Background: an optimization exercise with open tools, aiming at small area. Do not read the settings as production practice. The RTL was checked by simulation tests, not by an equivalence proof against the original design.

== north ==
// eq_channel
module eq_channel(clk, rst_n, seq_lo, smpl_lo, seq_hi, smpl_hi,
                  LP_pot, B1_pot, B2_pot, B3_pot, HP_pot, VOL_pot, aud_out);
input clk, rst_n;
input seq_lo, seq_hi;
input [15:0] smpl_lo, smpl_hi;
input [11:0] LP_pot, B1_pot, B2_pot, B3_pot, HP_pot, VOL_pot;
output [15:0] aud_out;
reg st_lo;
always @(posedge clk, negedge rst_n)
  if (!rst_n) st_lo <= 1'b0; else st_lo <= seq_lo;
wire start_lo = seq_lo & ~st_lo;
wire done_lo = st_lo & ~seq_lo;
reg [8:0] a_lo;
reg dn_lo;
always @(posedge clk)
  if (start_lo) begin a_lo <= 9'd1; dn_lo <= 1'b0; end
  else if (dn_lo) a_lo <= a_lo - 9'd1;
  else if (a_lo == 9'd510) dn_lo <= 1'b1;
  else a_lo <= a_lo + 9'd1;
wire x3lo_1 = smpl_lo[1] & smpl_lo[0];
wire x3lo_2 = smpl_lo[1] ^ smpl_lo[0];
wire x3lo_3 = smpl_lo[2] & smpl_lo[1];
wire x3lo_4 = smpl_lo[2] ^ smpl_lo[1];
wire x3lo_5 = smpl_lo[3] & smpl_lo[2];
wire x3lo_6 = smpl_lo[3] ^ smpl_lo[2];
wire x3lo_7 = smpl_lo[4] & smpl_lo[3];
wire x3lo_8 = smpl_lo[4] ^ smpl_lo[3];
wire x3lo_9 = smpl_lo[5] & smpl_lo[4];
wire x3lo_10 = smpl_lo[5] ^ smpl_lo[4];
wire x3lo_11 = smpl_lo[6] & smpl_lo[5];
wire x3lo_12 = smpl_lo[6] ^ smpl_lo[5];
wire x3lo_13 = smpl_lo[7] & smpl_lo[6];
wire x3lo_14 = smpl_lo[7] ^ smpl_lo[6];
wire x3lo_15 = smpl_lo[8] & smpl_lo[7];
wire x3lo_16 = smpl_lo[8] ^ smpl_lo[7];
wire x3lo_17 = smpl_lo[9] & smpl_lo[8];
wire x3lo_18 = smpl_lo[9] ^ smpl_lo[8];
wire x3lo_19 = smpl_lo[10] & smpl_lo[9];
wire x3lo_20 = smpl_lo[10] ^ smpl_lo[9];
wire x3lo_21 = smpl_lo[11] & smpl_lo[10];
wire x3lo_22 = smpl_lo[11] ^ smpl_lo[10];
wire x3lo_23 = smpl_lo[12] & smpl_lo[11];
wire x3lo_24 = smpl_lo[12] ^ smpl_lo[11];
wire x3lo_25 = smpl_lo[13] & smpl_lo[12];
wire x3lo_26 = smpl_lo[13] ^ smpl_lo[12];
wire x3lo_27 = smpl_lo[14] & smpl_lo[13];
wire x3lo_28 = smpl_lo[14] ^ smpl_lo[13];
wire x3lo_29 = smpl_lo[15] & smpl_lo[14];
wire x3lo_30 = smpl_lo[15] ^ smpl_lo[14];
wire x3lo_31 = smpl_lo[15] & smpl_lo[15];
wire x3lo_32 = smpl_lo[15] ^ smpl_lo[15];
wire x3lo_33 = smpl_lo[15] & smpl_lo[15];
  ...
clock: 10.0 ns
lec_check: 0
abc_area: 1
cap_margin: 20
core_margin: 2
core_utilization: 50
cts_cluster_diameter: 100
cts_cluster_size: 30
gpl_timing_driven: 0
slew_margin: 20
synth_hierarchical: 1
synth_memory_max_bits: 65536
run.sh (not shown) runs the stock make flow with config.mk's settings and CLKGATE_MAP_FILE= SYNTH_SCRIPT=/design/flow/synth_recipe.tcl, a recipe that flattens the netlist after the stock synthesis.
The layout from north, despite a flow that completed every stage, fails the layout checks, with the failing checks listed as setup timing.
What west does differently from north at the input level:
diff --git a/flow/config.mk b/flow/config.mk
--- a/flow/config.mk
+++ b/flow/config.mk
@@ -9,8 +9,7 @@
 export CAP_MARGIN = 20
 export CORE_MARGIN = 2
-export CORE_UTILIZATION = 50
+export CORE_UTILIZATION = 45
 export CTS_CLUSTER_DIAMETER = 100
 export CTS_CLUSTER_SIZE = 30
-export GPL_TIMING_DRIVEN = 0
 export SLEW_MARGIN = 20
 export SYNTH_HIERARCHICAL = 1
==> run notes <==
Relative to north, cell area after layout has increased by 0.49% in west. A category of the critical setup timing path of in2reg is what north shows, while reg2reg belongs to west. The final layout from west, which completed every stage, passed the timing, design-rule and antenna checks at the end of the flow. Diff north -> west | iteration-0 DRC count of the detailed router | down by more than 10%.

[what the ideal ports hide]
How much do the figures lean on ideal ports? The routed layouts below were timed once more, with nothing changed but the port constraints. Step 1 sets driving cells, clkbuf_16 on the clock port and buf_2 on the other inputs (assumed; they add their load-dependent delay and slew). Step 2, shift: input delay + t, output delay - t, t = (earliest + latest rising clock arrival at the registers) / 2. This alone moves slack from input paths to output paths. Three values: ideal ports, drivers, drivers and shift; two values: the first two.
run | shift t [ns] | setup WS [ns] | slew at the worst register clock pin (ns) | pins driven straight from the clock port
north | 0.778 | -0.104 / -0.052 / -0.830 | 0.12 / 0.12 | 1
west | 0.775 | 0.558 / 0.558 / 0.385 | 0.11 / 0.11 | 1
The setup slack of north, which loses most, moves by +0.052 ns with the drivers and by -0.726 ns with both steps.
